What follows belongs to an exercise in optimizing a design on an open flow for small area and a short achievable clock period; a production flow would make more cautious choices.
Only simulation tests tie the RTL to the original design; equivalence was not proved.

==> flow/design.v, too long to show whole: its modules and the start of the top module <==
// module Integrator: 873 lines
// module Integrator_fa: 6 lines
// module Integrator_ha: 6 lines
// module Integrator_han: 6 lines
// module Integrator_xor: 5 lines
// module Integrator_maj: 5 lines
// module Integrator_mux: 5 lines
// module Integrator_aoi: 5 lines
// module Integrator_inv: 5 lines
// module Integrator_nand: 5 lines
// module Integrator_nor: 5 lines
// module Integrator_oai: 5 lines
// module Integrator_xnor: 5 lines
module Integrator
          (clk,
           reset,
           In,
           Out);
  // ...
==> flow/flow/run.sh <==
#!/bin/bash
# Layout flow: the standard synthesis and ORFS layout (standard.sh) with two
# changes to how the layout is made:
#  - the input and output ports get plain buffer cells (buffer_ports
#    -buffer_cell) instead of the delay cells buffer_ports picks by itself;
#  - clock tree synthesis adds no dummy loads (-dont_use_dummy_load); the
#    other CTS arguments are the ones ORFS builds from config.mk.
# Each step's full output goes to a log file here (ORFS keeps its own per-step
# logs under orfs/logs).
set -euo pipefail
export BUFFER_PORTS_ARGS="-buffer_cell sky130_fd_sc_hd__buf_2"
export CTS_ARGS="-sink_clustering_enable -repair_clock_nets -sink_clustering_size 30 -sink_clustering_max_diameter 100 -buf_list {sky130_fd_sc_hd__clkbuf_4 sky130_fd_sc_hd__clkbuf_8} -dont_use_dummy_load"
bash standard.sh synth > run_synth.log 2>&1
bash standard.sh > run_layout.log 2>&1
==> flow/standard.sh <==
#!/bin/bash
# synth_recipe.tcl (not shown) runs the flow's synth.tcl, then flattens the netlist and writes it again
# the make line also repeats each setting of config.mk as NAME=value (left out here)
make -C /OpenROAD-flow-scripts/flow DESIGN_CONFIG=/design/flow/config.mk WORK_HOME=/design/flow/orfs CLKGATE_MAP_FILE= SYNTH_SCRIPT=/design/flow/synth_recipe.tcl "${@:-finish}"
==> flow/config.mk <==
export PLATFORM = sky130hd
export DESIGN_NAME = Integrator
export DESIGN_NICKNAME = Integrator
export VERILOG_FILES = /design/flow/design.v
export SDC_FILE = /design/flow/constraint.sdc
export NUM_CORES = 4
export LEC_CHECK = 0
export CAP_MARGIN = 20
export CORE_MARGIN = 2
export CORE_UTILIZATION = 40
export CTS_BUF_LIST = sky130_fd_sc_hd__clkbuf_4 sky130_fd_sc_hd__clkbuf_8
export CTS_CLUSTER_DIAMETER = 100
export CTS_CLUSTER_SIZE = 30
export PLACE_DENSITY = 0.85
export SETUP_SLACK_MARGIN = 4
export SLEW_MARGIN = 20
export SYNTH_HIERARCHICAL = 1
export SYNTH_MINIMUM_KEEP_SIZE = 0
==> flow/constraint.sdc <==
create_clock -name core_clock -period 14.0 [get_ports {clk}]
set_input_delay 2.8000 -clock core_clock [delete_from_list [all_inputs] [get_ports {clk}]]
set_output_delay 2.8000 -clock core_clock [all_outputs]
set_load 0.01 [all_outputs]
==> summary.txt, run 1 <==
- Measured on the final layout, the clock distribution area share stands at around 1.7%.
- The clock-pin slew on the worst setup and hold paths is 60 ps.
- The flow ran to the end and the layout has no timing, DRC or antenna violations.
- For this block, the routed nets add up to 12800 um of wire.
- The die is 134 um tall.
- The synthesized area is 6730 um2.
- The congestion estimate from routability-driven global placement came to 0.882.
- Grouping stages by cell kind, the critical path spends the most delay in adder cells.
- The CTS tree is done.
- The number of pins exceeding their max-slew limit in the final report is 0.
- After filler insertion, the fill cell instance count of the layout stands at 1425.
- The core region is approximately 17000 um2.
- The maximum clock skew at final layout is 22.4 ps.
- The floorplan has 47 rows.
- The reg2reg setup slack is around 8400 ps.
- The pin slew with the least headroom to its limit is a little under 700 ps.
- For the worst-skew pair, the clock arrives at the later sink with an insertion delay of between 300 and 400 ps.
- The synthesized netlist devotes 5.80% of its cell area to compound gates.
- The hold violation count in the final report is 0.
- The starting density of the core is 40.7%.
- The critical path depth is 15.
- Summing the areas of all and, or, nand and nor instances in the mapped netlist gives 6.64% of the synthesized area.
- Measured against the total synthesized area, the mux share comes to 0%.
- The path with the worst hold slack has its endpoint at y2[21].
- Data on the critical path arrives at its endpoint at between 6000 and 7000 ps.
- The total congestion overflow is 0.
- The number of buffers on the longest clock path is 2.
- The share of the core filled with cells in the final layout is 43.7%.
- Setup violations remaining at the end of the flow were counted as 0.
- Relative to the synthesized area, the layout overhead comes to 7.22%.
- For this run, the leading register cell type out of synthesis is sky130_fd_sc_hd__dfrtp_1.
- The met1 demand-to-capacity share in global routing is 21.0%.
- Wire segments on met3 add up to 509 um in the final route.
- The netlist uses 14 different library cells.
- The share of synthesized area occupied by flip-flops and latches is 32.4%.
- The synthesized flop and latch total is a little under 90.
- In the synthesized netlist, the cells that appear most often are 137 x sky130_fd_sc_hd__fa_1, 87 x sky130_fd_sc_hd__dfrtp_1, 68 x sky130_fd_sc_hd__nor2_1.
- Data on the critical path is required at its endpoint by roughly 11000 ps.
- The terminus of the critical flop-to-flop path is y1[17].
- After detailed routing, the average wire length per cell comes to 15.8 um.
==> run 2: changes to the inputs <==
--- a/flow/design.v
+++ b/flow/design.v
@@ -10,23 +10,23 @@
   output  signed [21:0] Out;
   reg  [20:0] x1;    
   reg  [20:0] v;     
   reg         vc;    
   reg  [21:0] y1;    
   reg  [21:0] y2;    
   wire [20:0] x = In[20:0];
   wire ts0, tc0;
-  Integrator_fa u_fa0 (.a(1'b1), .b(~v[1]), .c(~v[5]), .s(ts0), .co(tc0));
+  Integrator_fa1 u_fa0 (.a(~v[1]), .b(~v[5]), .s(ts0), .co(tc0));
   wire ts1, tc1;
   Integrator_fa u_fa1 (.a(~v[2]), .b(~v[6]), .c(tc0), .s(ts1), .co(tc1));
   wire ts2, tc2;
   Integrator_fa u_fa2 (.a(~v[0]), .b(~v[3]), .c(~v[7]), .s(ts2), .co(tc2));
   wire ts3, tc3;
-  Integrator_fa u_fa3 (.a(1'b1), .b(~v[1]), .c(~v[4]), .s(ts3), .co(tc3));
+  Integrator_fa1 u_fa3 (.a(~v[1]), .b(~v[4]), .s(ts3), .co(tc3));
   wire ts4, tc4;
   Integrator_fa u_fa4 (.a(~v[8]), .b(tc2), .c(ts3), .s(ts4), .co(tc4));
   wire ts5, tc5;
   Integrator_fa u_fa5 (.a(v[0]), .b(~v[2]), .c(~v[5]), .s(ts5), .co(tc5));
   wire ts6, tc6;
   Integrator_fa u_fa6 (.a(~v[9]), .b(tc3), .c(ts5), .s(ts6), .co(tc6));
   wire ts7, tc7;
   Integrator_fa u_fa7 (.a(v[1]), .b(~v[10]), .c(~v[3]), .s(ts7), .co(tc7));
@@ -106,17 +106,17 @@
   Integrator_fa u_fa44 (.a(v[11]), .b(x1[9]), .c(~v[13]), .s(ts44), .co(tc44));
   wire ts45, tc45;
   Integrator_fa u_fa45 (.a(~v[16]), .b(~v[20]), .c(tc40), .s(ts45), .co(tc45));
   wire ts46, tc46;
   Integrator_fa u_fa46 (.a(tc41), .b(ts44), .c(tc42), .s(ts46), .co(tc46));
   wire ts47, tc47;
   Integrator_fa u_fa47 (.a(ts45), .b(ts46), .c(tc43), .s(ts47), .co(tc47));
   wire ts48, tc48;
-  Integrator_fa u_fa48 (.a(1'b1), .b(~v[1]), .c(~x[1]), .s(ts48), .co(tc48));
+  Integrator_fa1 u_fa48 (.a(~v[1]), .b(~x[1]), .s(ts48), .co(tc48));
   wire ts49, tc49;
   Integrator_ha u_ha49 (.a(~v[2]), .b(~x[2]), .s(ts49), .co(tc49));
   wire ts50, tc50;
   Integrator_ha u_ha50 (.a(~v[3]), .b(~x[3]), .s(ts50), .co(tc50));
   wire ts51, tc51;
   Integrator_fa u_fa51 (.a(~v[0]), .b(~v[4]), .c(~x[0]), .s(ts51), .co(tc51));
   wire ts52, tc52;
   Integrator_ha u_ha52 (.a(~x[4]), .b(tc50), .s(ts52), .co(tc52));
@@ -236,17 +236,17 @@
   Integrator_ha u_ha109 (.a(tc104), .b(ts107), .s(ts109), .co(tc109));
   wire ts110, tc110;
   Integrator_fa u_fa110 (.a(ts109), .b(tc105), .c(ts108), .s(ts110), .co(tc110));
   wire [20:0] ts = {tc106, tc102, tc98, tc94, tc90, tc86, tc82, tc78, tc74, tc70, tc66, tc62, tc59, ts58, tc54, ts53, ts51, tc49, ts49, 1'b0, ~v[0]};
   wire [20:0] tc = {ts110, ts106, ts102, ts98, ts94, ts90, ts86, ts82, ts78, ts74, ts70, ts66, ts62, ts59, ts56, ts54, ts52, ts50, tc48, ts48, ~x[0]};
   wire ra0_1, rb1_2;
   Integrator_fa u_ra0_1 (.a(y2[0]), .b(ts[0]), .c(tc[0]), .s(ra0_1), .co(rb1_2));
   wire ra1_3, rb2_4;
-  Integrator_fa u_ra1_3 (.a(y2[1]), .b(ts[1]), .c(tc[1]), .s(ra1_3), .co(rb2_4));
+  Integrator_ha u_ra1_3 (.a(y2[1]), .b(tc[1]), .s(ra1_3), .co(rb2_4));
   wire ra2_5, rb3_6;
   Integrator_fa u_ra2_5 (.a(y2[2]), .b(ts[2]), .c(tc[2]), .s(ra2_5), .co(rb3_6));
   wire ra3_7, rb4_8;
   Integrator_fa u_ra3_7 (.a(y2[3]), .b(ts[3]), .c(tc[3]), .s(ra3_7), .co(rb4_8));
   wire ra4_9, rb5_10;
   Integrator_fa u_ra4_9 (.a(y2[4]), .b(ts[4]), .c(tc[4]), .s(ra4_9), .co(rb5_10));
   wire ra5_11, rb6_12;
   Integrator_fa u_ra5_11 (.a(y2[5]), .b(ts[5]), .c(tc[5]), .s(ra5_11), .co(rb6_12));
@@ -402,421 +402,415 @@
   Integrator_nor u_mt20_102 (.a(ra20_41), .b(rb20_40), .y(mt20_102));
   wire mp21_103;
   Integrator_xor u_mp21_103 (.a(y2[21]), .b(rb21_42), .y(mp21_103));
   wire mg21_104;
   Integrator_nand u_mg21_104 (.a(y2[21]), .b(rb21_42), .y(mg21_104));
   wire mt21_105;
   Integrator_nor u_mt21_105 (.a(y2[21]), .b(rb21_42), .y(mt21_105));
   wire g_106;
-  Integrator_oai u_g_106 (.a(mt1_45), .b(1'b1), .c(mg1_44), .y(g_106));
-  wire g_107;
-  Integrator_oai u_g_107 (.a(mt3_51), .b(mg2_47), .c(mg3_50), .y(g_107));
-  wire t_108;
-  Integrator_nor u_t_108 (.a(mt3_51), .b(mt2_48), .y(t_108));
-  wire g_109;
-  Integrator_oai u_g_109 (.a(mt5_57), .b(mg4_53), .c(mg5_56), .y(g_109));
-  wire t_110;
-  Integrator_nor u_t_110 (.a(mt5_57), .b(mt4_54), .y(t_110));
-  wire g_111;
-  Integrator_oai u_g_111 (.a(mt7_63), .b(mg6_59), .c(mg7_62), .y(g_111));
-  wire t_112;
-  Integrator_nor u_t_112 (.a(mt7_63), .b(mt6_60), .y(t_112));
-  wire g_113;
-  Integrator_oai u_g_113 (.a(mt9_69), .b(mg8_65), .c(mg9_68), .y(g_113));
-  wire t_114;
-  Integrator_nor u_t_114 (.a(mt9_69), .b(mt8_66), .y(t_114));
-  wire g_115;
-  Integrator_oai u_g_115 (.a(mt11_75), .b(mg10_71), .c(mg11_74), .y(g_115));
-  wire t_116;
-  Integrator_nor u_t_116 (.a(mt11_75), .b(mt10_72), .y(t_116));
-  wire g_117;
-  Integrator_oai u_g_117 (.a(mt13_81), .b(mg12_77), .c(mg13_80), .y(g_117));
-  wire t_118;
-  Integrator_nor u_t_118 (.a(mt13_81), .b(mt12_78), .y(t_118));
-  wire g_119;
-  Integrator_oai u_g_119 (.a(mt15_87), .b(mg14_83), .c(mg15_86), .y(g_119));
-  wire t_120;
-  Integrator_nor u_t_120 (.a(mt15_87), .b(mt14_84), .y(t_120));
-  wire g_121;
-  Integrator_oai u_g_121 (.a(mt17_93), .b(mg16_89), .c(mg17_92), .y(g_121));
-  wire t_122;
-  Integrator_nor u_t_122 (.a(mt17_93), .b(mt16_90), .y(t_122));
-  wire g_123;
-  Integrator_oai u_g_123 (.a(mt19_99), .b(mg18_95), .c(mg19_98), .y(g_123));
-  wire t_124;
-  Integrator_nor u_t_124 (.a(mt19_99), .b(mt18_96), .y(t_124));
-  wire g_125;
-  Integrator_oai u_g_125 (.a(mt21_105), .b(mg20_101), .c(mg21_104), .y(g_125));
-  wire t_126;
-  Integrator_nor u_t_126 (.a(mt21_105), .b(mt20_102), .y(t_126));
+  Integrator_oai u_g_106 (.a(mt3_51), .b(mg2_47), .c(mg3_50), .y(g_106));
+  wire t_107;
+  Integrator_nor u_t_107 (.a(mt3_51), .b(mt2_48), .y(t_107));
+  wire g_108;
+  Integrator_oai u_g_108 (.a(mt5_57), .b(mg4_53), .c(mg5_56), .y(g_108));
+  wire t_109;
+  Integrator_nor u_t_109 (.a(mt5_57), .b(mt4_54), .y(t_109));
+  wire g_110;
+  Integrator_oai u_g_110 (.a(mt7_63), .b(mg6_59), .c(mg7_62), .y(g_110));
+  wire t_111;
+  Integrator_nor u_t_111 (.a(mt7_63), .b(mt6_60), .y(t_111));
+  wire g_112;
+  Integrator_oai u_g_112 (.a(mt9_69), .b(mg8_65), .c(mg9_68), .y(g_112));
+  wire t_113;
+  Integrator_nor u_t_113 (.a(mt9_69), .b(mt8_66), .y(t_113));
+  wire g_114;
+  Integrator_oai u_g_114 (.a(mt11_75), .b(mg10_71), .c(mg11_74), .y(g_114));
+  wire t_115;
+  Integrator_nor u_t_115 (.a(mt11_75), .b(mt10_72), .y(t_115));
+  wire g_116;
+  Integrator_oai u_g_116 (.a(mt13_81), .b(mg12_77), .c(mg13_80), .y(g_116));
+  wire t_117;
+  Integrator_nor u_t_117 (.a(mt13_81), .b(mt12_78), .y(t_117));
+  wire g_118;
+  Integrator_oai u_g_118 (.a(mt15_87), .b(mg14_83), .c(mg15_86), .y(g_118));
+  wire t_119;
+  Integrator_nor u_t_119 (.a(mt15_87), .b(mt14_84), .y(t_119));
+  wire g_120;
+  Integrator_oai u_g_120 (.a(mt17_93), .b(mg16_89), .c(mg17_92), .y(g_120));
+  wire t_121;
+  Integrator_nor u_t_121 (.a(mt17_93), .b(mt16_90), .y(t_121));
+  wire g_122;
+  Integrator_oai u_g_122 (.a(mt19_99), .b(mg18_95), .c(mg19_98), .y(g_122));
+  wire t_123;
+  Integrator_nor u_t_123 (.a(mt19_99), .b(mt18_96), .y(t_123));
+  wire g_124;
+  Integrator_oai u_g_124 (.a(mt21_105), .b(mg20_101), .c(mg21_104), .y(g_124));
+  wire t_125;
+  Integrator_nor u_t_125 (.a(mt21_105), .b(mt20_102), .y(t_125));
+  wire g_126;
+  Integrator_oai u_g_126 (.a(mt2_48), .b(mg1_44), .c(mg2_47), .y(g_126));
   wire n_127;
-  Integrator_inv u_n_127 (.a(g_106), .y(n_127));
+  Integrator_inv u_n_127 (.a(mg1_44), .y(n_127));
   wire g_128;
-  Integrator_oai u_g_128 (.a(mt2_48), .b(n_127), .c(mg2_47), .y(g_128));
-  wire g_129;
-  Integrator_aoi u_g_129 (.a(t_108), .b(g_106), .c(g_107), .y(g_129));
-  wire n_130;
-  Integrator_inv u_n_130 (.a(g_109), .y(n_130));
-  wire g_131;
-  Integrator_oai u_g_131 (.a(mt6_60), .b(n_130), .c(mg6_59), .y(g_131));
-  wire n_132;
-  Integrator_inv u_n_132 (.a(t_110), .y(n_132));
-  wire t_133;
-  Integrator_nor u_t_133 (.a(mt6_60), .b(n_132), .y(t_133));
-  wire g_134;
-  Integrator_aoi u_g_134 (.a(t_112), .b(g_109), .c(g_111), .y(g_134));
-  wire t_135;
-  Integrator_nand u_t_135 (.a(t_112), .b(t_110), .y(t_135));
-  wire n_136;
-  Integrator_inv u_n_136 (.a(g_113), .y(n_136));
-  wire g_137;
-  Integrator_oai u_g_137 (.a(mt10_72), .b(n_136), .c(mg10_71), .y(g_137));
-  wire n_138;
-  Integrator_inv u_n_138 (.a(t_114), .y(n_138));
-  wire t_139;
-  Integrator_nor u_t_139 (.a(mt10_72), .b(n_138), .y(t_139));
-  wire g_140;
-  Integrator_aoi u_g_140 (.a(t_116), .b(g_113), .c(g_115), .y(g_140));
-  wire t_141;
-  Integrator_nand u_t_141 (.a(t_116), .b(t_114), .y(t_141));
-  wire n_142;
-  Integrator_inv u_n_142 (.a(g_117), .y(n_142));
-  wire g_143;
-  Integrator_oai u_g_143 (.a(mt14_84), .b(n_142), .c(mg14_83), .y(g_143));
-  wire n_144;
-  Integrator_inv u_n_144 (.a(t_118), .y(n_144));
-  wire t_145;
-  Integrator_nor u_t_145 (.a(mt14_84), .b(n_144), .y(t_145));
-  wire g_146;
-  Integrator_aoi u_g_146 (.a(t_120), .b(g_117), .c(g_119), .y(g_146));
-  wire t_147;
-  Integrator_nand u_t_147 (.a(t_120), .b(t_118), .y(t_147));
-  wire n_148;
-  Integrator_inv u_n_148 (.a(g_121), .y(n_148));
-  wire g_149;
-  Integrator_oai u_g_149 (.a(mt18_96), .b(n_148), .c(mg18_95), .y(g_149));
-  wire n_150;
-  Integrator_inv u_n_150 (.a(t_122), .y(n_150));
-  wire t_151;
-  Integrator_nor u_t_151 (.a(mt18_96), .b(n_150), .y(t_151));
-  wire g_152;
-  Integrator_aoi u_g_152 (.a(t_124), .b(g_121), .c(g_123), .y(g_152));
-  wire t_153;
-  Integrator_nand u_t_153 (.a(t_124), .b(t_122), .y(t_153));
+  Integrator_aoi u_g_128 (.a(t_107), .b(n_127), .c(g_106), .y(g_128));
+  wire n_129;
+  Integrator_inv u_n_129 (.a(g_108), .y(n_129));
+  wire g_130;
+  Integrator_oai u_g_130 (.a(mt6_60), .b(n_129), .c(mg6_59), .y(g_130));
+  wire n_131;
+  Integrator_inv u_n_131 (.a(t_109), .y(n_131));
+  wire t_132;
+  Integrator_nor u_t_132 (.a(mt6_60), .b(n_131), .y(t_132));
+  wire g_133;
+  Integrator_aoi u_g_133 (.a(t_111), .b(g_108), .c(g_110), .y(g_133));
+  wire t_134;
+  Integrator_nand u_t_134 (.a(t_111), .b(t_109), .y(t_134));
+  wire n_135;
+  Integrator_inv u_n_135 (.a(g_112), .y(n_135));
+  wire g_136;
+  Integrator_oai u_g_136 (.a(mt10_72), .b(n_135), .c(mg10_71), .y(g_136));
+  wire n_137;
+  Integrator_inv u_n_137 (.a(t_113), .y(n_137));
+  wire t_138;
+  Integrator_nor u_t_138 (.a(mt10_72), .b(n_137), .y(t_138));
+  wire g_139;
+  Integrator_aoi u_g_139 (.a(t_115), .b(g_112), .c(g_114), .y(g_139));
+  wire t_140;
+  Integrator_nand u_t_140 (.a(t_115), .b(t_113), .y(t_140));
+  wire n_141;
+  Integrator_inv u_n_141 (.a(g_116), .y(n_141));
+  wire g_142;
+  Integrator_oai u_g_142 (.a(mt14_84), .b(n_141), .c(mg14_83), .y(g_142));
+  wire n_143;
+  Integrator_inv u_n_143 (.a(t_117), .y(n_143));
+  wire t_144;
+  Integrator_nor u_t_144 (.a(mt14_84), .b(n_143), .y(t_144));
+  wire g_145;
+  Integrator_aoi u_g_145 (.a(t_119), .b(g_116), .c(g_118), .y(g_145));
+  wire t_146;
+  Integrator_nand u_t_146 (.a(t_119), .b(t_117), .y(t_146));
+  wire n_147;
+  Integrator_inv u_n_147 (.a(g_120), .y(n_147));
+  wire g_148;
+  Integrator_oai u_g_148 (.a(mt18_96), .b(n_147), .c(mg18_95), .y(g_148));
+  wire n_149;
+  Integrator_inv u_n_149 (.a(t_121), .y(n_149));
+  wire t_150;
+  Integrator_nor u_t_150 (.a(mt18_96), .b(n_149), .y(t_150));
+  wire g_151;
+  Integrator_aoi u_g_151 (.a(t_123), .b(g_120), .c(g_122), .y(g_151));
+  wire t_152;
+  Integrator_nand u_t_152 (.a(t_123), .b(t_121), .y(t_152));
+  wire g_153;
+  Integrator_oai u_g_153 (.a(mt4_54), .b(g_128), .c(mg4_53), .y(g_153));
   wire g_154;
-  Integrator_oai u_g_154 (.a(mt4_54), .b(g_129), .c(mg4_53), .y(g_154));
-  wire g_155;
-  Integrator_oai u_g_155 (.a(n_132), .b(g_129), .c(n_130), .y(g_155));
-  wire n_156;
-  Integrator_inv u_n_156 (.a(g_129), .y(n_156));
+  Integrator_oai u_g_154 (.a(n_131), .b(g_128), .c(n_129), .y(g_154));
+  wire n_155;
+  Integrator_inv u_n_155 (.a(g_128), .y(n_155));
+  wire g_156;
+  Integrator_aoi u_g_156 (.a(t_132), .b(n_155), .c(g_130), .y(g_156));
   wire g_157;
-  Integrator_aoi u_g_157 (.a(t_133), .b(n_156), .c(g_131), .y(g_157));
+  Integrator_oai u_g_157 (.a(t_134), .b(g_128), .c(g_133), .y(g_157));
   wire g_158;
-  Integrator_oai u_g_158 (.a(t_135), .b(g_129), .c(g_134), .y(g_158));
-  wire g_159;
-  Integrator_oai u_g_159 (.a(mt12_78), .b(g_140), .c(mg12_77), .y(g_159));
-  wire t_160;
-  Integrator_nor u_t_160 (.a(mt12_78), .b(t_141), .y(t_160));
-  wire g_161;
-  Integrator_oai u_g_161 (.a(n_144), .b(g_140), .c(n_142), .y(g_161));
-  wire t_162;
-  Integrator_nor u_t_162 (.a(n_144), .b(t_141), .y(t_162));
+  Integrator_oai u_g_158 (.a(mt12_78), .b(g_139), .c(mg12_77), .y(g_158));
+  wire t_159;
+  Integrator_nor u_t_159 (.a(mt12_78), .b(t_140), .y(t_159));
+  wire g_160;
+  Integrator_oai u_g_160 (.a(n_143), .b(g_139), .c(n_141), .y(g_160));
+  wire t_161;
+  Integrator_nor u_t_161 (.a(n_143), .b(t_140), .y(t_161));
+  wire n_162;
+  Integrator_inv u_n_162 (.a(t_144), .y(n_162));
   wire n_163;
-  Integrator_inv u_n_163 (.a(t_145), .y(n_163));
-  wire n_164;
-  Integrator_inv u_n_164 (.a(g_143), .y(n_164));
-  wire g_165;
-  Integrator_oai u_g_165 (.a(n_163), .b(g_140), .c(n_164), .y(g_165));
-  wire t_166;
-  Integrator_nor u_t_166 (.a(n_163), .b(t_141), .y(t_166));
-  wire g_167;
-  Integrator_oai u_g_167 (.a(t_147), .b(g_140), .c(g_146), .y(g_167));
-  wire t_168;
-  Integrator_nor u_t_168 (.a(t_147), .b(t_141), .y(t_168));
-  wire g_169;
-  Integrator_oai u_g_169 (.a(mt20_102), .b(g_152), .c(mg20_101), .y(g_169));
-  wire t_170;
-  Integrator_nor u_t_170 (.a(mt20_102), .b(t_153), .y(t_170));
+  Integrator_inv u_n_163 (.a(g_142), .y(n_163));
+  wire g_164;
+  Integrator_oai u_g_164 (.a(n_162), .b(g_139), .c(n_163), .y(g_164));
+  wire t_165;
+  Integrator_nor u_t_165 (.a(n_162), .b(t_140), .y(t_165));
+  wire g_166;
+  Integrator_oai u_g_166 (.a(t_146), .b(g_139), .c(g_145), .y(g_166));
+  wire t_167;
+  Integrator_nor u_t_167 (.a(t_146), .b(t_140), .y(t_167));
+  wire g_168;
+  Integrator_oai u_g_168 (.a(mt20_102), .b(g_151), .c(mg20_101), .y(g_168));
+  wire t_169;
+  Integrator_nor u_t_169 (.a(mt20_102), .b(t_152), .y(t_169));
+  wire n_170;
+  Integrator_inv u_n_170 (.a(t_125), .y(n_170));
   wire n_171;
-  Integrator_inv u_n_171 (.a(t_126), .y(n_171));
-  wire n_172;
-  Integrator_inv u_n_172 (.a(g_125), .y(n_172));
-  wire g_173;
-  Integrator_oai u_g_173 (.a(n_171), .b(g_152), .c(n_172), .y(g_173));
-  wire t_174;
-  Integrator_nor u_t_174 (.a(n_171), .b(t_153), .y(t_174));
-  wire g_175;
-  Integrator_oai u_g_175 (.a(t_135), .b(g_129), .c(g_134), .y(g_175));
-  wire n_176;
-  Integrator_inv u_n_176 (.a(g_158), .y(n_176));
+  Integrator_inv u_n_171 (.a(g_124), .y(n_171));
+  wire g_172;
+  Integrator_oai u_g_172 (.a(n_170), .b(g_151), .c(n_171), .y(g_172));
+  wire t_173;
+  Integrator_nor u_t_173 (.a(n_170), .b(t_152), .y(t_173));
+  wire g_174;
+  Integrator_oai u_g_174 (.a(t_134), .b(g_128), .c(g_133), .y(g_174));
+  wire n_175;
+  Integrator_inv u_n_175 (.a(g_157), .y(n_175));
+  wire g_176;
+  Integrator_oai u_g_176 (.a(mt8_66), .b(n_175), .c(mg8_65), .y(g_176));
   wire g_177;
-  Integrator_oai u_g_177 (.a(mt8_66), .b(n_176), .c(mg8_65), .y(g_177));
+  Integrator_oai u_g_177 (.a(n_137), .b(n_175), .c(n_135), .y(g_177));
   wire g_178;
-  Integrator_oai u_g_178 (.a(n_138), .b(n_176), .c(n_136), .y(g_178));
+  Integrator_aoi u_g_178 (.a(t_138), .b(g_157), .c(g_136), .y(g_178));
   wire g_179;
-  Integrator_aoi u_g_179 (.a(t_139), .b(g_158), .c(g_137), .y(g_179));
+  Integrator_oai u_g_179 (.a(t_140), .b(n_175), .c(g_139), .y(g_179));
   wire g_180;
-  Integrator_oai u_g_180 (.a(t_141), .b(n_176), .c(g_140), .y(g_180));
+  Integrator_aoi u_g_180 (.a(t_159), .b(g_174), .c(g_158), .y(g_180));
   wire g_181;
-  Integrator_aoi u_g_181 (.a(t_160), .b(g_175), .c(g_159), .y(g_181));
+  Integrator_aoi u_g_181 (.a(t_161), .b(g_174), .c(g_160), .y(g_181));
   wire g_182;
-  Integrator_aoi u_g_182 (.a(t_162), .b(g_175), .c(g_161), .y(g_182));
+  Integrator_aoi u_g_182 (.a(t_165), .b(g_174), .c(g_164), .y(g_182));
   wire g_183;
-  Integrator_aoi u_g_183 (.a(t_166), .b(g_175), .c(g_165), .y(g_183));
+  Integrator_aoi u_g_183 (.a(t_167), .b(g_174), .c(g_166), .y(g_183));
   wire g_184;
-  Integrator_aoi u_g_184 (.a(t_168), .b(g_175), .c(g_167), .y(g_184));
+  Integrator_aoi u_g_184 (.a(t_167), .b(g_174), .c(g_166), .y(g_184));
   wire g_185;
-  Integrator_aoi u_g_185 (.a(t_168), .b(g_175), .c(g_167), .y(g_185));
+  Integrator_oai u_g_185 (.a(mt16_90), .b(g_183), .c(mg16_89), .y(g_185));
   wire g_186;
-  Integrator_oai u_g_186 (.a(mt16_90), .b(g_184), .c(mg16_89), .y(g_186));
-  wire g_187;
-  Integrator_oai u_g_187 (.a(n_150), .b(g_184), .c(n_148), .y(g_187));
-  wire n_188;
-  Integrator_inv u_n_188 (.a(g_184), .y(n_188));
+  Integrator_oai u_g_186 (.a(n_149), .b(g_183), .c(n_147), .y(g_186));
+  wire n_187;
+  Integrator_inv u_n_187 (.a(g_183), .y(n_187));
+  wire g_188;
+  Integrator_aoi u_g_188 (.a(t_150), .b(n_187), .c(g_148), .y(g_188));
   wire g_189;
-  Integrator_aoi u_g_189 (.a(t_151), .b(n_188), .c(g_149), .y(g_189));
-  wire g_190;
-  Integrator_oai u_g_190 (.a(t_153), .b(g_185), .c(g_152), .y(g_190));
-  wire n_191;
-  Integrator_inv u_n_191 (.a(g_185), .y(n_191));
+  Integrator_oai u_g_189 (.a(t_152), .b(g_184), .c(g_151), .y(g_189));
+  wire n_190;
+  Integrator_inv u_n_190 (.a(g_184), .y(n_190));
+  wire g_191;
+  Integrator_aoi u_g_191 (.a(t_169), .b(n_190), .c(g_168), .y(g_191));
   wire g_192;
-  Integrator_aoi u_g_192 (.a(t_170), .b(n_191), .c(g_169), .y(g_192));
-  wire g_193;
-  Integrator_aoi u_g_193 (.a(t_174), .b(n_191), .c(g_173), .y(g_193));
-  wire sum1_194;
-  Integrator_xor u_sum1_194 (.a(mp1_43), .b(1'b0), .y(sum1_194));
-  wire sum2_195;
-  Integrator_xor u_sum2_195 (.a(mp2_46), .b(g_106), .y(sum2_195));
-  wire sum3_196;
-  Integrator_xor u_sum3_196 (.a(mp3_49), .b(g_128), .y(sum3_196));
-  wire sum4_197;
-  Integrator_xor u_sum4_197 (.a(mp4_52), .b(n_156), .y(sum4_197));
-  wire sum5_198;
-  Integrator_xor u_sum5_198 (.a(mp5_55), .b(g_154), .y(sum5_198));
-  wire sum6_199;
-  Integrator_xor u_sum6_199 (.a(mp6_58), .b(g_155), .y(sum6_199));
-  wire sum7_200;
-  Integrator_xnor u_sum7_200 (.a(mp7_61), .b(g_157), .y(sum7_200));
-  wire sum8_201;
-  Integrator_xor u_sum8_201 (.a(mp8_64), .b(g_158), .y(sum8_201));
-  wire sum9_202;
-  Integrator_xor u_sum9_202 (.a(mp9_67), .b(g_177), .y(sum9_202));
-  wire sum10_203;
-  Integrator_xor u_sum10_203 (.a(mp10_70), .b(g_178), .y(sum10_203));
-  wire sum11_204;
-  Integrator_xnor u_sum11_204 (.a(mp11_73), .b(g_179), .y(sum11_204));
-  wire sum12_205;
-  Integrator_xor u_sum12_205 (.a(mp12_76), .b(g_180), .y(sum12_205));
-  wire sum13_206;
-  Integrator_xnor u_sum13_206 (.a(mp13_79), .b(g_181), .y(sum13_206));
-  wire sum14_207;
-  Integrator_xnor u_sum14_207 (.a(mp14_82), .b(g_182), .y(sum14_207));
-  wire sum15_208;
-  Integrator_xnor u_sum15_208 (.a(mp15_85), .b(g_183), .y(sum15_208));
-  wire sum16_209;
-  Integrator_xor u_sum16_209 (.a(mp16_88), .b(n_188), .y(sum16_209));
-  wire sum17_210;
-  Integrator_xor u_sum17_210 (.a(mp17_91), .b(g_186), .y(sum17_210));
-  wire sum18_211;
-  Integrator_xor u_sum18_211 (.a(mp18_94), .b(g_187), .y(sum18_211));
-  wire sum19_212;
-  Integrator_xnor u_sum19_212 (.a(mp19_97), .b(g_189), .y(sum19_212));
-  wire sum20_213;
-  Integrator_xor u_sum20_213 (.a(mp20_100), .b(g_190), .y(sum20_213));
-  wire kt0_214;
-  Integrator_nor u_kt0_214 (.a(ts[0]), .b(tc[0]), .y(kt0_214));
-  wire kt1_215;
-  Integrator_nor u_kt1_215 (.a(ts[1]), .b(tc[1]), .y(kt1_215));
-  wire kt2_216;
-  Integrator_nor u_kt2_216 (.a(ts[2]), .b(tc[2]), .y(kt2_216));
-  wire kt3_217;
-  Integrator_nor u_kt3_217 (.a(ts[3]), .b(tc[3]), .y(kt3_217));
+  Integrator_aoi u_g_192 (.a(t_173), .b(n_190), .c(g_172), .y(g_192));
+  wire sum2_193;
+  Integrator_xor u_sum2_193 (.a(mp2_46), .b(n_127), .y(sum2_193));
+  wire sum3_194;
+  Integrator_xor u_sum3_194 (.a(mp3_49), .b(g_126), .y(sum3_194));
+  wire sum4_195;
+  Integrator_xor u_sum4_195 (.a(mp4_52), .b(n_155), .y(sum4_195));
+  wire sum5_196;
+  Integrator_xor u_sum5_196 (.a(mp5_55), .b(g_153), .y(sum5_196));
+  wire sum6_197;
+  Integrator_xor u_sum6_197 (.a(mp6_58), .b(g_154), .y(sum6_197));
+  wire sum7_198;
+  Integrator_xnor u_sum7_198 (.a(mp7_61), .b(g_156), .y(sum7_198));
+  wire sum8_199;
+  Integrator_xor u_sum8_199 (.a(mp8_64), .b(g_157), .y(sum8_199));
+  wire sum9_200;
+  Integrator_xor u_sum9_200 (.a(mp9_67), .b(g_176), .y(sum9_200));
+  wire sum10_201;
+  Integrator_xor u_sum10_201 (.a(mp10_70), .b(g_177), .y(sum10_201));
+  wire sum11_202;
+  Integrator_xnor u_sum11_202 (.a(mp11_73), .b(g_178), .y(sum11_202));
+  wire sum12_203;
+  Integrator_xor u_sum12_203 (.a(mp12_76), .b(g_179), .y(sum12_203));
+  wire sum13_204;
+  Integrator_xnor u_sum13_204 (.a(mp13_79), .b(g_180), .y(sum13_204));
+  wire sum14_205;
+  Integrator_xnor u_sum14_205 (.a(mp14_82), .b(g_181), .y(sum14_205));
+  wire sum15_206;
+  Integrator_xnor u_sum15_206 (.a(mp15_85), .b(g_182), .y(sum15_206));
+  wire sum16_207;
+  Integrator_xor u_sum16_207 (.a(mp16_88), .b(n_187), .y(sum16_207));
+  wire sum17_208;
+  Integrator_xor u_sum17_208 (.a(mp17_91), .b(g_185), .y(sum17_208));
+  wire sum18_209;
+  Integrator_xor u_sum18_209 (.a(mp18_94), .b(g_186), .y(sum18_209));
+  wire sum19_210;
+  Integrator_xnor u_sum19_210 (.a(mp19_97), .b(g_188), .y(sum19_210));
+  wire sum20_211;
+  Integrator_xor u_sum20_211 (.a(mp20_100), .b(g_189), .y(sum20_211));
+  wire kt0_212;
+  Integrator_nor u_kt0_212 (.a(ts[0]), .b(tc[0]), .y(kt0_212));
+  wire kg0_213;
+  Integrator_nand u_kg0_213 (.a(ts[0]), .b(tc[0]), .y(kg0_213));
+  wire kt2_214;
+  Integrator_nor u_kt2_214 (.a(ts[2]), .b(tc[2]), .y(kt2_214));
+  wire kg2_215;
+  Integrator_nand u_kg2_215 (.a(ts[2]), .b(tc[2]), .y(kg2_215));
+  wire kt3_216;
+  Integrator_nor u_kt3_216 (.a(ts[3]), .b(tc[3]), .y(kt3_216));
+  wire kg3_217;
+  Integrator_nand u_kg3_217 (.a(ts[3]), .b(tc[3]), .y(kg3_217));
   wire kt4_218;
   Integrator_nor u_kt4_218 (.a(ts[4]), .b(tc[4]), .y(kt4_218));
-  wire kt5_219;
-  Integrator_nor u_kt5_219 (.a(ts[5]), .b(tc[5]), .y(kt5_219));
-  wire kt6_220;
-  Integrator_nor u_kt6_220 (.a(ts[6]), .b(tc[6]), .y(kt6_220));
-  wire kt7_221;
-  Integrator_nor u_kt7_221 (.a(ts[7]), .b(tc[7]), .y(kt7_221));
-  wire kt8_222;
-  Integrator_nor u_kt8_222 (.a(ts[8]), .b(tc[8]), .y(kt8_222));
-  wire kt9_223;
-  Integrator_nor u_kt9_223 (.a(ts[9]), .b(tc[9]), .y(kt9_223));
-  wire kt10_224;
-  Integrator_nor u_kt10_224 (.a(ts[10]), .b(tc[10]), .y(kt10_224));
-  wire kt11_225;
-  Integrator_nor u_kt11_225 (.a(ts[11]), .b(tc[11]), .y(kt11_225));
-  wire kt12_226;
-  Integrator_nor u_kt12_226 (.a(ts[12]), .b(tc[12]), .y(kt12_226));
-  wire kt13_227;
-  Integrator_nor u_kt13_227 (.a(ts[13]), .b(tc[13]), .y(kt13_227));
-  wire kt14_228;
-  Integrator_nor u_kt14_228 (.a(ts[14]), .b(tc[14]), .y(kt14_228));
-  wire kt15_229;
-  Integrator_nor u_kt15_229 (.a(ts[15]), .b(tc[15]), .y(kt15_229));
-  wire kt16_230;
-  Integrator_nor u_kt16_230 (.a(ts[16]), .b(tc[16]), .y(kt16_230));
-  wire kt17_231;
-  Integrator_nor u_kt17_231 (.a(ts[17]), .b(tc[17]), .y(kt17_231));
-  wire kt18_232;
-  Integrator_nor u_kt18_232 (.a(ts[18]), .b(tc[18]), .y(kt18_232));
-  wire kt19_233;
-  Integrator_nor u_kt19_233 (.a(ts[19]), .b(tc[19]), .y(kt19_233));
-  wire kg0_234;
-  Integrator_nand u_kg0_234 (.a(ts[0]), .b(tc[0]), .y(kg0_234));
-  wire kg1_235;
-  Integrator_nand u_kg1_235 (.a(ts[1]), .b(tc[1]), .y(kg1_235));
-  wire kg2_236;
-  Integrator_nand u_kg2_236 (.a(ts[2]), .b(tc[2]), .y(kg2_236));
-  wire kg3_237;
-  Integrator_nand u_kg3_237 (.a(ts[3]), .b(tc[3]), .y(kg3_237));
-  wire kg4_238;
-  Integrator_nand u_kg4_238 (.a(ts[4]), .b(tc[4]), .y(kg4_238));
-  wire kg5_239;
-  Integrator_nand u_kg5_239 (.a(ts[5]), .b(tc[5]), .y(kg5_239));
-  wire kg6_240;
-  Integrator_nand u_kg6_240 (.a(ts[6]), .b(tc[6]), .y(kg6_240));
-  wire kg7_241;
-  Integrator_nand u_kg7_241 (.a(ts[7]), .b(tc[7]), .y(kg7_241));
-  wire kg8_242;
-  Integrator_nand u_kg8_242 (.a(ts[8]), .b(tc[8]), .y(kg8_242));
-  wire kg9_243;
-  Integrator_nand u_kg9_243 (.a(ts[9]), .b(tc[9]), .y(kg9_243));
-  wire kg10_244;
-  Integrator_nand u_kg10_244 (.a(ts[10]), .b(tc[10]), .y(kg10_244));
-  wire kg11_245;
-  Integrator_nand u_kg11_245 (.a(ts[11]), .b(tc[11]), .y(kg11_245));
-  wire kg12_246;
-  Integrator_nand u_kg12_246 (.a(ts[12]), .b(tc[12]), .y(kg12_246));
-  wire kg13_247;
-  Integrator_nand u_kg13_247 (.a(ts[13]), .b(tc[13]), .y(kg13_247));
-  wire kg14_248;
-  Integrator_nand u_kg14_248 (.a(ts[14]), .b(tc[14]), .y(kg14_248));
-  wire kg15_249;
-  Integrator_nand u_kg15_249 (.a(ts[15]), .b(tc[15]), .y(kg15_249));
-  wire kg16_250;
-  Integrator_nand u_kg16_250 (.a(ts[16]), .b(tc[16]), .y(kg16_250));
-  wire kg17_251;
-  Integrator_nand u_kg17_251 (.a(ts[17]), .b(tc[17]), .y(kg17_251));
-  wire kg18_252;
-  Integrator_nand u_kg18_252 (.a(ts[18]), .b(tc[18]), .y(kg18_252));
-  wire kg19_253;
-  Integrator_nand u_kg19_253 (.a(ts[19]), .b(tc[19]), .y(kg19_253));
+  wire kg4_219;
+  Integrator_nand u_kg4_219 (.a(ts[4]), .b(tc[4]), .y(kg4_219));
+  wire kt5_220;
+  Integrator_nor u_kt5_220 (.a(ts[5]), .b(tc[5]), .y(kt5_220));
+  wire kg5_221;
+  Integrator_nand u_kg5_221 (.a(ts[5]), .b(tc[5]), .y(kg5_221));
+  wire kt6_222;
+  Integrator_nor u_kt6_222 (.a(ts[6]), .b(tc[6]), .y(kt6_222));
+  wire kg6_223;
+  Integrator_nand u_kg6_223 (.a(ts[6]), .b(tc[6]), .y(kg6_223));
+  wire kt7_224;
+  Integrator_nor u_kt7_224 (.a(ts[7]), .b(tc[7]), .y(kt7_224));
+  wire kg7_225;
+  Integrator_nand u_kg7_225 (.a(ts[7]), .b(tc[7]), .y(kg7_225));
+  wire kt8_226;
+  Integrator_nor u_kt8_226 (.a(ts[8]), .b(tc[8]), .y(kt8_226));
+  wire kg8_227;
+  Integrator_nand u_kg8_227 (.a(ts[8]), .b(tc[8]), .y(kg8_227));
+  wire kt9_228;
+  Integrator_nor u_kt9_228 (.a(ts[9]), .b(tc[9]), .y(kt9_228));
+  wire kg9_229;
+  Integrator_nand u_kg9_229 (.a(ts[9]), .b(tc[9]), .y(kg9_229));
+  wire kt10_230;
+  Integrator_nor u_kt10_230 (.a(ts[10]), .b(tc[10]), .y(kt10_230));
+  wire kg10_231;
+  Integrator_nand u_kg10_231 (.a(ts[10]), .b(tc[10]), .y(kg10_231));
+  wire kt11_232;
+  Integrator_nor u_kt11_232 (.a(ts[11]), .b(tc[11]), .y(kt11_232));
+  wire kg11_233;
+  Integrator_nand u_kg11_233 (.a(ts[11]), .b(tc[11]), .y(kg11_233));
+  wire kt12_234;
+  Integrator_nor u_kt12_234 (.a(ts[12]), .b(tc[12]), .y(kt12_234));
+  wire kg12_235;
+  Integrator_nand u_kg12_235 (.a(ts[12]), .b(tc[12]), .y(kg12_235));
+  wire kt13_236;
+  Integrator_nor u_kt13_236 (.a(ts[13]), .b(tc[13]), .y(kt13_236));
+  wire kg13_237;
+  Integrator_nand u_kg13_237 (.a(ts[13]), .b(tc[13]), .y(kg13_237));
+  wire kt14_238;
+  Integrator_nor u_kt14_238 (.a(ts[14]), .b(tc[14]), .y(kt14_238));
+  wire kg14_239;
+  Integrator_nand u_kg14_239 (.a(ts[14]), .b(tc[14]), .y(kg14_239));
+  wire kt15_240;
+  Integrator_nor u_kt15_240 (.a(ts[15]), .b(tc[15]), .y(kt15_240));
+  wire kg15_241;
+  Integrator_nand u_kg15_241 (.a(ts[15]), .b(tc[15]), .y(kg15_241));
+  wire kt16_242;
+  Integrator_nor u_kt16_242 (.a(ts[16]), .b(tc[16]), .y(kt16_242));
+  wire kg16_243;
+  Integrator_nand u_kg16_243 (.a(ts[16]), .b(tc[16]), .y(kg16_243));
+  wire kt17_244;
+  Integrator_nor u_kt17_244 (.a(ts[17]), .b(tc[17]), .y(kt17_244));
+  wire kg17_245;
+  Integrator_nand u_kg17_245 (.a(ts[17]), .b(tc[17]), .y(kg17_245));
+  wire kt18_246;
+  Integrator_nor u_kt18_246 (.a(ts[18]), .b(tc[18]), .y(kt18_246));
+  wire kg18_247;
+  Integrator_nand u_kg18_247 (.a(ts[18]), .b(tc[18]), .y(kg18_247));
+  wire kt19_248;
+  Integrator_nor u_kt19_248 (.a(ts[19]), .b(tc[19]), .y(kt19_248));
+  wire kg19_249;
+  Integrator_nand u_kg19_249 (.a(ts[19]), .b(tc[19]), .y(kg19_249));
+  wire n_250;
+  Integrator_inv u_n_250 (.a(kg0_213), .y(n_250));
+  wire g_251;
+  Integrator_nand u_g_251 (.a(tc[1]), .b(n_250), .y(g_251));
+  wire g_252;
+  Integrator_oai u_g_252 (.a(kt3_216), .b(kg2_215), .c(kg3_217), .y(g_252));
+  wire t_253;
+  Integrator_nor u_t_253 (.a(kt3_216), .b(kt2_214), .y(t_253));
   wire g_254;
-  Integrator_oai u_g_254 (.a(kt1_215), .b(kg0_234), .c(kg1_235), .y(g_254));
-  wire g_255;
-  Integrator_oai u_g_255 (.a(kt3_217), .b(kg2_236), .c(kg3_237), .y(g_255));
-  wire t_256;
-  Integrator_nor u_t_256 (.a(kt3_217), .b(kt2_216), .y(t_256));
-  wire g_257;
-  Integrator_oai u_g_257 (.a(kt5_219), .b(kg4_238), .c(kg5_239), .y(g_257));
-  wire t_258;
-  Integrator_nor u_t_258 (.a(kt5_219), .b(kt4_218), .y(t_258));
-  wire g_259;
-  Integrator_oai u_g_259 (.a(kt7_221), .b(kg6_240), .c(kg7_241), .y(g_259));
-  wire t_260;
-  Integrator_nor u_t_260 (.a(kt7_221), .b(kt6_220), .y(t_260));
-  wire g_261;
-  Integrator_oai u_g_261 (.a(kt9_223), .b(kg8_242), .c(kg9_243), .y(g_261));
-  wire t_262;
-  Integrator_nor u_t_262 (.a(kt9_223), .b(kt8_222), .y(t_262));
-  wire g_263;
-  Integrator_oai u_g_263 (.a(kt11_225), .b(kg10_244), .c(kg11_245), .y(g_263));
-  wire t_264;
-  Integrator_nor u_t_264 (.a(kt11_225), .b(kt10_224), .y(t_264));
-  wire g_265;
-  Integrator_oai u_g_265 (.a(kt13_227), .b(kg12_246), .c(kg13_247), .y(g_265));
-  wire t_266;
-  Integrator_nor u_t_266 (.a(kt13_227), .b(kt12_226), .y(t_266));
-  wire g_267;
-  Integrator_oai u_g_267 (.a(kt15_229), .b(kg14_248), .c(kg15_249), .y(g_267));
-  wire t_268;
-  Integrator_nor u_t_268 (.a(kt15_229), .b(kt14_228), .y(t_268));
-  wire g_269;
-  Integrator_oai u_g_269 (.a(kt17_231), .b(kg16_250), .c(kg17_251), .y(g_269));
-  wire t_270;
-  Integrator_nor u_t_270 (.a(kt17_231), .b(kt16_230), .y(t_270));
+  Integrator_oai u_g_254 (.a(kt5_220), .b(kg4_219), .c(kg5_221), .y(g_254));
+  wire t_255;
+  Integrator_nor u_t_255 (.a(kt5_220), .b(kt4_218), .y(t_255));
+  wire g_256;
+  Integrator_oai u_g_256 (.a(kt7_224), .b(kg6_223), .c(kg7_225), .y(g_256));
+  wire t_257;
+  Integrator_nor u_t_257 (.a(kt7_224), .b(kt6_222), .y(t_257));
+  wire g_258;
+  Integrator_oai u_g_258 (.a(kt9_228), .b(kg8_227), .c(kg9_229), .y(g_258));
+  wire t_259;
+  Integrator_nor u_t_259 (.a(kt9_228), .b(kt8_226), .y(t_259));
+  wire g_260;
+  Integrator_oai u_g_260 (.a(kt11_232), .b(kg10_231), .c(kg11_233), .y(g_260));
+  wire t_261;
+  Integrator_nor u_t_261 (.a(kt11_232), .b(kt10_230), .y(t_261));
+  wire g_262;
+  Integrator_oai u_g_262 (.a(kt13_236), .b(kg12_235), .c(kg13_237), .y(g_262));
+  wire t_263;
+  Integrator_nor u_t_263 (.a(kt13_236), .b(kt12_234), .y(t_263));
+  wire g_264;
+  Integrator_oai u_g_264 (.a(kt15_240), .b(kg14_239), .c(kg15_241), .y(g_264));
+  wire t_265;
+  Integrator_nor u_t_265 (.a(kt15_240), .b(kt14_238), .y(t_265));
+  wire g_266;
+  Integrator_oai u_g_266 (.a(kt17_244), .b(kg16_243), .c(kg17_245), .y(g_266));
+  wire t_267;
+  Integrator_nor u_t_267 (.a(kt17_244), .b(kt16_242), .y(t_267));
+  wire g_268;
+  Integrator_oai u_g_268 (.a(kt19_248), .b(kg18_247), .c(kg19_249), .y(g_268));
+  wire t_269;
+  Integrator_nor u_t_269 (.a(kt19_248), .b(kt18_246), .y(t_269));
+  wire n_270;
+  Integrator_inv u_n_270 (.a(g_251), .y(n_270));
   wire g_271;
-  Integrator_oai u_g_271 (.a(kt19_233), .b(kg18_252), .c(kg19_253), .y(g_271));
-  wire t_272;
-  Integrator_nor u_t_272 (.a(kt19_233), .b(kt18_232), .y(t_272));
-  wire g_273;
-  Integrator_aoi u_g_273 (.a(t_256), .b(g_254), .c(g_255), .y(g_273));
+  Integrator_aoi u_g_271 (.a(t_253), .b(n_270), .c(g_252), .y(g_271));
+  wire g_272;
+  Integrator_aoi u_g_272 (.a(t_257), .b(g_254), .c(g_256), .y(g_272));
+  wire t_273;
+  Integrator_nand u_t_273 (.a(t_257), .b(t_255), .y(t_273));
   wire g_274;
-  Integrator_aoi u_g_274 (.a(t_260), .b(g_257), .c(g_259), .y(g_274));
+  Integrator_aoi u_g_274 (.a(t_261), .b(g_258), .c(g_260), .y(g_274));
   wire t_275;
-  Integrator_nand u_t_275 (.a(t_260), .b(t_258), .y(t_275));
+  Integrator_nand u_t_275 (.a(t_261), .b(t_259), .y(t_275));
   wire g_276;
-  Integrator_aoi u_g_276 (.a(t_264), .b(g_261), .c(g_263), .y(g_276));
+  Integrator_aoi u_g_276 (.a(t_265), .b(g_262), .c(g_264), .y(g_276));
   wire t_277;
-  Integrator_nand u_t_277 (.a(t_264), .b(t_262), .y(t_277));
+  Integrator_nand u_t_277 (.a(t_265), .b(t_263), .y(t_277));
   wire g_278;
-  Integrator_aoi u_g_278 (.a(t_268), .b(g_265), .c(g_267), .y(g_278));
+  Integrator_aoi u_g_278 (.a(t_269), .b(g_266), .c(g_268), .y(g_278));
   wire t_279;
-  Integrator_nand u_t_279 (.a(t_268), .b(t_266), .y(t_279));
+  Integrator_nand u_t_279 (.a(t_269), .b(t_267), .y(t_279));
   wire g_280;
-  Integrator_aoi u_g_280 (.a(t_272), .b(g_269), .c(g_271), .y(g_280));
-  wire t_281;
-  Integrator_nand u_t_281 (.a(t_272), .b(t_270), .y(t_281));
-  wire g_282;
-  Integrator_oai u_g_282 (.a(t_275), .b(g_273), .c(g_274), .y(g_282));
+  Integrator_oai u_g_280 (.a(t_273), .b(g_271), .c(g_272), .y(g_280));
+  wire g_281;
+  Integrator_oai u_g_281 (.a(t_277), .b(g_274), .c(g_276), .y(g_281));
+  wire t_282;
+  Integrator_nor u_t_282 (.a(t_277), .b(t_275), .y(t_282));
   wire g_283;
-  Integrator_oai u_g_283 (.a(t_279), .b(g_276), .c(g_278), .y(g_283));
-  wire t_284;
-  Integrator_nor u_t_284 (.a(t_279), .b(t_277), .y(t_284));
+  Integrator_aoi u_g_283 (.a(t_282), .b(g_280), .c(g_281), .y(g_283));
+  wire n_284;
+  Integrator_inv u_n_284 (.a(g_280), .y(n_284));
   wire g_285;
-  Integrator_aoi u_g_285 (.a(t_284), .b(g_282), .c(g_283), .y(g_285));
-  wire n_286;
-  Integrator_inv u_n_286 (.a(g_282), .y(n_286));
-  wire g_287;
-  Integrator_oai u_g_287 (.a(t_277), .b(n_286), .c(g_276), .y(g_287));
+  Integrator_oai u_g_285 (.a(t_275), .b(n_284), .c(g_274), .y(g_285));
+  wire g_286;
+  Integrator_oai u_g_286 (.a(t_279), .b(g_283), .c(g_278), .y(g_286));
+  wire n_287;
+  Integrator_inv u_n_287 (.a(g_271), .y(n_287));
   wire g_288;
-  Integrator_oai u_g_288 (.a(t_281), .b(g_285), .c(g_280), .y(g_288));
-  wire n_289;
-  Integrator_inv u_n_289 (.a(g_273), .y(n_289));
+  Integrator_aoi u_g_288 (.a(t_255), .b(n_287), .c(g_254), .y(g_288));
+  wire g_289;
+  Integrator_aoi u_g_289 (.a(t_259), .b(g_280), .c(g_258), .y(g_289));
   wire g_290;
-  Integrator_aoi u_g_290 (.a(t_258), .b(n_289), .c(g_257), .y(g_290));
-  wire g_291;
-  Integrator_aoi u_g_291 (.a(t_262), .b(g_282), .c(g_261), .y(g_291));
+  Integrator_aoi u_g_290 (.a(t_263), .b(g_285), .c(g_262), .y(g_290));
+  wire n_291;
+  Integrator_inv u_n_291 (.a(g_283), .y(n_291));
   wire g_292;
-  Integrator_aoi u_g_292 (.a(t_266), .b(g_287), .c(g_265), .y(g_292));
-  wire n_293;
-  Integrator_inv u_n_293 (.a(g_285), .y(n_293));
+  Integrator_aoi u_g_292 (.a(t_267), .b(n_291), .c(g_266), .y(g_292));
+  wire g_293;
+  Integrator_oai u_g_293 (.a(kt2_214), .b(g_251), .c(kg2_215), .y(g_293));
   wire g_294;
-  Integrator_aoi u_g_294 (.a(t_270), .b(n_293), .c(g_269), .y(g_294));
-  wire n_295;
-  Integrator_inv u_n_295 (.a(g_254), .y(n_295));
+  Integrator_oai u_g_294 (.a(kt4_218), .b(g_271), .c(kg4_219), .y(g_294));
+  wire g_295;
+  Integrator_oai u_g_295 (.a(kt6_222), .b(g_288), .c(kg6_223), .y(g_295));
   wire g_296;
-  Integrator_oai u_g_296 (.a(kt2_216), .b(n_295), .c(kg2_236), .y(g_296));
+  Integrator_oai u_g_296 (.a(kt8_226), .b(n_284), .c(kg8_227), .y(g_296));
   wire g_297;
-  Integrator_oai u_g_297 (.a(kt4_218), .b(g_273), .c(kg4_238), .y(g_297));
-  wire g_298;
-  Integrator_oai u_g_298 (.a(kt6_220), .b(g_290), .c(kg6_240), .y(g_298));
+  Integrator_oai u_g_297 (.a(kt10_230), .b(g_289), .c(kg10_231), .y(g_297));
+  wire n_298;
+  Integrator_inv u_n_298 (.a(g_285), .y(n_298));
   wire g_299;
-  Integrator_oai u_g_299 (.a(kt8_222), .b(n_286), .c(kg8_242), .y(g_299));
+  Integrator_oai u_g_299 (.a(kt12_234), .b(n_298), .c(kg12_235), .y(g_299));
   wire g_300;
-  Integrator_oai u_g_300 (.a(kt10_224), .b(g_291), .c(kg10_244), .y(g_300));
-  wire n_301;
-  Integrator_inv u_n_301 (.a(g_287), .y(n_301));
+  Integrator_oai u_g_300 (.a(kt14_238), .b(g_290), .c(kg14_239), .y(g_300));
+  wire g_301;
+  Integrator_oai u_g_301 (.a(kt16_242), .b(g_283), .c(kg16_243), .y(g_301));
   wire g_302;
-  Integrator_oai u_g_302 (.a(kt12_226), .b(n_301), .c(kg12_246), .y(g_302));
-  wire g_303;
-  Integrator_oai u_g_303 (.a(kt14_228), .b(g_292), .c(kg14_248), .y(g_303));
-  wire g_304;
-  Integrator_oai u_g_304 (.a(kt16_230), .b(g_285), .c(kg16_250), .y(g_304));
-  wire g_305;
-  Integrator_oai u_g_305 (.a(kt18_232), .b(g_294), .c(kg18_252), .y(g_305));
-  wire flip = (ts[20] ^ tc[20]) | (g_288 ^ ts[20]);
-  wire pf_306;
-  Integrator_xor u_pf_306 (.a(mp21_103), .b(flip), .y(pf_306));
-  wire top_307;
-  Integrator_xnor u_top_307 (.a(pf_306), .b(g_192), .y(top_307));
-  wire [21:0] y = {top_307, sum20_213, sum19_212, sum18_211, sum17_210, sum16_209, sum15_208, sum14_207, sum13_206, sum12_205, sum11_204, sum10_203, sum9_202, sum8_201, sum7_200, sum6_199, sum5_198, sum4_197, sum3_196, sum2_195, sum1_194, ra0_1};
+  Integrator_oai u_g_302 (.a(kt18_246), .b(g_292), .c(kg18_247), .y(g_302));
+  wire flip = (ts[20] ^ tc[20]) | (g_286 ^ ts[20]);
+  wire pf_303;
+  Integrator_xor u_pf_303 (.a(mp21_103), .b(flip), .y(pf_303));
+  wire top_304;
+  Integrator_xnor u_top_304 (.a(pf_303), .b(g_191), .y(top_304));
+  wire [21:0] y = {top_304, sum20_211, sum19_210, sum18_209, sum17_208, sum16_207, sum15_206, sum14_205, sum13_204, sum12_203, sum11_202, sum10_201, sum9_200, sum8_199, sum7_198, sum6_197, sum5_196, sum4_195, sum3_194, sum2_193, mp1_43, ra0_1};
   wire [20:0] v_next;
   assign v_next[0] = x1[0];
   wire vk1;
   assign v_next[1] = x1[1] ^ x[0];
   assign vk1 = x1[1] | ~x[0];
   wire vk2;
   Integrator_fa u_vl2 (.a(x1[2]), .b(~x[1]), .c(vk1), .s(v_next[2]), .co(vk2));
   wire vk3;
@@ -873,16 +867,22 @@
   assign Out = y;
 endmodule   
 module Integrator_fa (a, b, c, s, co);
   input a, b, c;
   output s, co;
   assign s = a ^ b ^ c;
   assign co = (a & b) | (a & c) | (b & c);
 endmodule
+module Integrator_fa1 (a, b, s, co);
+  input a, b;
+  output s, co;
+  assign s = ~(a ^ b);
+  assign co = a | b;
+endmodule
 module Integrator_ha (a, b, s, co);
   input a, b;
   output s, co;
   assign s = a ^ b;
   assign co = a & b;
 endmodule
 module Integrator_han (a, b, s, co);
   input a, b;
==> flow/flow/run.sh (replaced) <==
#!/bin/bash
# Layout flow: the standard synthesis and ORFS layout (standard.sh) with two
# changes to how the layout is made:
#  - the input and output ports get plain buffer cells (buffer_ports
#    -buffer_cell) instead of the delay cells buffer_ports picks by itself;
#  - clock tree synthesis adds no dummy loads (-dont_use_dummy_load); the
#    other CTS arguments are the ones ORFS builds from config.mk.
# Each step's full output goes to a log file here (ORFS keeps its own per-step
# logs under orfs/logs).
set -euo pipefail
export BUFFER_PORTS_ARGS="-buffer_cell sky130_fd_sc_hd__buf_2"
export CTS_ARGS="-sink_clustering_enable -repair_clock_nets -sink_clustering_size 12 -sink_clustering_max_diameter 60 -root_buf sky130_fd_sc_hd__clkbuf_8 -buf_list {sky130_fd_sc_hd__clkbuf_4} -dont_use_dummy_load"
bash standard.sh synth > run_synth.log 2>&1
bash standard.sh > run_layout.log 2>&1
==> flow/config.mk (replaced) <==
export PLATFORM = sky130hd
export DESIGN_NAME = Integrator
export DESIGN_NICKNAME = Integrator
export VERILOG_FILES = /design/flow/design.v
export SDC_FILE = /design/flow/constraint.sdc
export NUM_CORES = 4
export LEC_CHECK = 0
export CAP_MARGIN = 20
export CORE_MARGIN = 2
export CORE_UTILIZATION = 40
export CTS_BUF_LIST = sky130_fd_sc_hd__clkbuf_4 sky130_fd_sc_hd__clkbuf_8
export CTS_CLUSTER_DIAMETER = 60
export CTS_CLUSTER_SIZE = 12
export PLACE_DENSITY = 0.85
export SETUP_SLACK_MARGIN = 4
export SLEW_MARGIN = 20
export SYNTH_HIERARCHICAL = 1
export SYNTH_MINIMUM_KEEP_SIZE = 0
==> summary.txt, run 2 <==
- The pin slew with the least headroom to its limit is 790 ps (+98.2 ps).
- The most repeated cell in the gate-level netlist after synthesis is sky130_fd_sc_hd__fa_1.
- The site row count is 47 (unchanged).
- The post-detailed-placement half-perimeter wirelength is 10700 um.
- Of the post-synthesis cell area, the dominant cell type holds 39.6%.
- The number of nets in the layout is 765.
- met2 is the most crowded layer.
- In the layout the commonest cells are 133 x sky130_fd_sc_hd__fa_1, 87 x sky130_fd_sc_hd__dfrtp_1, 74 x sky130_fd_sc_hd__inv_1.
- The hold violation count in the final report is 0 (unchanged).
- Gates resized during post-CTS repair numbered 0.
- The worst slew margin relative to its limit is 47.3%.
- The met1 demand-to-capacity share in global routing came to 20.4% (-0.58 points).
- Yosys printed 7 warnings.
- The starting density of the core is 40.6% (-0.068 points).
- The share of the core filled with cells in the final layout was 43.5% (-0.18 points).
- The synthesized design contains 0 enable-type register cells.
- The routed length per placed instance is 15.5 um (-2.3%).
- In this run the number of H-tree levels came out at 3.
- After synthesis, the most frequently instantiated cells are 133 x sky130_fd_sc_hd__fa_1, 87 x sky130_fd_sc_hd__dfrtp_1, 75 x sky130_fd_sc_hd__inv_1.
- Walking the worst path, the cells encountered are buf_2 > inv_1 > fa_1 > fa_1 > fa_1 > fa_1 > nor2_1 > nor2_1 > a21oi_2 > o21ai_1 > a21oi_2 > inv_1 > a21oi_2 > xnor2_1 > buf_2.
- The final critical path takes up 66.9% of the cycle.
- The pin count of the biggest net entering global routing is 88.
- The final weighted congestion in routability-driven placement was 0.865 (-1.9%).
- The number of global-route vias before repair is 4402.
- The overall die height is 134 um (about the same).
- The count of buffers from port buffering is between 40 and 50.
- On the worst path, the slowest cell contributes a delay of 620 ps.
- The maximum clock skew at final layout is 24.1 ps (+1.76 ps).
- For this run, global-route usage on met3 was measured as 2.70%.
- Dividing the detail-routed via count by the number of cells gives 4.69.
- The share of synthesized area occupied by flip-flops and latches is 32.4% (+0.054 points).
- The CTS tree is done.
- The hold buffer count at CTS is 0.
- The first global-routing pass estimated ~22000 um of wire.
- Setup repair after global routing left no endpoint under its margin.
- By area the synthesized netlist is led by sky130_fd_sc_hd__fa_1 40%, sky130_fd_sc_hd__dfrtp_1 32%, sky130_fd_sc_hd__xor2_1 4.6%.
- The worst setup path is captured at an output port.
- The post-detailed-placement cell area is 7060 um2.
- The area growth from synthesis to final layout is 6.95%.
- The repair_antennas step left the layout with diodes totalling 0.
- The leading cell type in the layout, fill and taps excluded is sky130_fd_sc_hd__fa_1.
- The synthesized area is 6720 um2 (-0.17%).
- Along the worst path, the maximum fanout reaches 5.
- The clock sink count is 87.
- The global routing usage on met2 is between 20% and 30%.
- The count of cell types in the netlist came to 13 (-1).
- By instance count, the cell type seen most on the critical path is sky130_fd_sc_hd__fa_1.
- The data required time at the worst endpoint is 11200 ps (about the same).
- The class of the most critical setup path is in -> out.
- The source-to-sink clock delay at the later pin of the worst-skew pair is 370 ps (about the same).
- In the routed design, unresolved DRC markers number 0.
- In the final timing run, aggregate negative setup slack is 0 ps.
- CTS placed an instance of sky130_fd_sc_hd__clkbuf_8 at the clock tree root.
- The synthesized flop and latch total was 87 (unchanged).
- The tightest min-delay check is of the reg -> reg type.
- After routing the design area is ~7200 um2.
- The number of antenna violations at the first check in global routing is 0.
- 46 I/O pins were placed.
- The violation count after the first detailed-routing iteration is 182.
- The first detailed-routing pass took 4 iterations.
- The final routed wirelength across all metal layers is 12500 um (-2.2%).
- The largest area contributor in the netlist is sky130_fd_sc_hd__fa_1.
- The floorplan core area is 16500 um2 (unchanged).
- The highest attainable clock frequency is 107 MHz.
- The worst-path cell with the longest stage delay is sky130_fd_sc_hd__fa_1.
- The family of cells with the greatest summed delay on the critical path is adder cells.
- The endpoint arrival time on the critical path is 6570 ps (about the same).
- Of the cells placed in the final design, the portion with a size suffix greater than 1 is 12.8%.
- The final setup violation count is 0 (unchanged).
- The type of origin of the critical path is an input port.
- The floorplan step defined a die boundary enclosing 17800 um2.
- The tool flagged a number of max-cap violations equal to 0.
- The smallest clock period supported by the final layout is computed as 9370 ps.
- The total congestion overflow is 0 (unchanged).
- The run finished with no timing, DRC or antenna violations.
- The clock-pin slew on the worst setup and hold paths is 60 ps (about the same).
- The via total after detailed routing is about 3800.
- The CTS buffer count is 9.
- From left edge to right edge, the die measures 134 um.
- The largest registers in the layout are y1 x22, y2 x22.
- The sum of buffers and inverters on the critical path is 4.
- The mean post-synth cell area is 12.1 um2.
- The number of antenna-violating nets in the routed design is 0.
- The number of pins exceeding their max-slew limit in the final report is 0 (unchanged).
- The number of fill cells was 1433 (+0.56%).
- The post-synthesis instance total is 556.
- The main flop type after synthesis is sky130_fd_sc_hd__dfrtp_1.
- The total routing resource utilization after global routing is about 16%.
- The setup fix buffers added after clock tree synthesis is 0.
- The number of buffers on the longest clock path is 2 (unchanged).
- Counting flops with an async set or reset pin after synthesis yields a share of 100%.
==> run 2: logic make-up after synthesis <==
kind of cell,after synthesis,share of synthesized area [%]
adders and majority gates,151,43.0
DFF,87,32.4
xor gates and xnor gates,44,5.74
AOI/OAI and AO/OA,61,5.66
buffers and inverters,97,6.65
and+or+nand+nor,116,6.54
==> run 2: worst paths after layout <==
path                           end  cells past startpoint  slack (ps)   start
min                         y2[11]                      0         350  y1[11]
max reg2reg                 y1[18]                     15        8330      vc
max                        Out[19]                     15        4630   In[9]
max in group asynchronous     v[0]                      3       10800   reset
min reg2reg                 y2[11]                      0         350  y1[11]
min in group asynchronous    y1[5]                      3        2640   reset
==> run 2: through the flow <==
stage,setup slack [ps],hold slack [ps],cells
finish,4630,350,808
global route,4310,362,808
CTS,4580,345,808
detailed placement,4610,336,799
global placement,4700,333,799
floorplan,5180,331,556
==> run 2: final cells by class <==
cell class	instances	area, um2	share of cell area, %
Inverter	75	283	3.94
Multi-Input combinational cell	372	4090	57.0
Clock buffer	9	124	1.72
Tap cell	220	275	3.83
Sequential cell	87	2180	30.3
Timing Repair Buffer	45	231	3.22
==> run 2: Yosys stat by module (local to each module, per instance) <==
| module | cell area, um2 | cells inside |
|---|---|---|
| Integrator_nor | 3.75 | 1 |
| Integrator_fa | 20.0 | 1 |
| Integrator_fa1 | 27.5 | 5 |
| Integrator_oai | 5.00 | 1 |
| Integrator | 2560 | 161 |
| Integrator_xnor | 8.76 | 1 |
| Integrator_inv | 3.75 | 1 |
| Integrator_xor | 8.76 | 1 |
| Integrator_nand | 3.75 | 1 |
| Integrator_aoi | 8.76 | 1 |
| Integrator_ha | 12.5 | 1 |
==> run 2: worst reg2reg max path, delay by kind of cell, from the launching register on <==
family,cells,cell delay (ps)
AOI/OAI and AO/OA,2,310
and+or+nand+nor,4,550
DFF,1,640
adders and majority gates,8,3840
xor gates and xnor gates,1,250
==> run 2: layer usage <==
layer  vias to the layer above  part of all wire [%]  wire, um
met2                        94                    52      6470
met4                         0                   2.2       274
met3                        23                   4.9       616
li1                       1727                     -         -
met1                      1949                    41      5140
met5                         -                     0         0

separate check: timing with driven ports:
How much do the figures lean on ideal ports? The routed layouts below were timed once more, with nothing changed but the port constraints. Step 1 assumes that a clkbuf_16 drives the clock port and a buf_2 every other input. Step 2 moves the port delays by t, midway between the first and last clock arrival at a register: inputs arrive t later, outputs are due t later. That takes back most of the time a late clock gives input paths. a / b / c = ideal ports / drivers / drivers and shift; a / b = the first two.
| run | shift t [ns] | slack for setup (ns) | worst register clock-pin slew, ns | pins driven straight from the clock port |
|---|---|---|---|---|
| run 1 | 0.399 | 4.624 / 4.593 / 4.593 | 0.09 / 0.09 | 1 |
| run 2 | 0.394 | 4.630 / 4.597 / 4.597 | 0.09 / 0.09 | 1 |
After both steps every run listed still meets setup and hold. The setup slack of run 2, which loses most, moves by -0.033 ns with the drivers and by -0.033 ns with both steps.
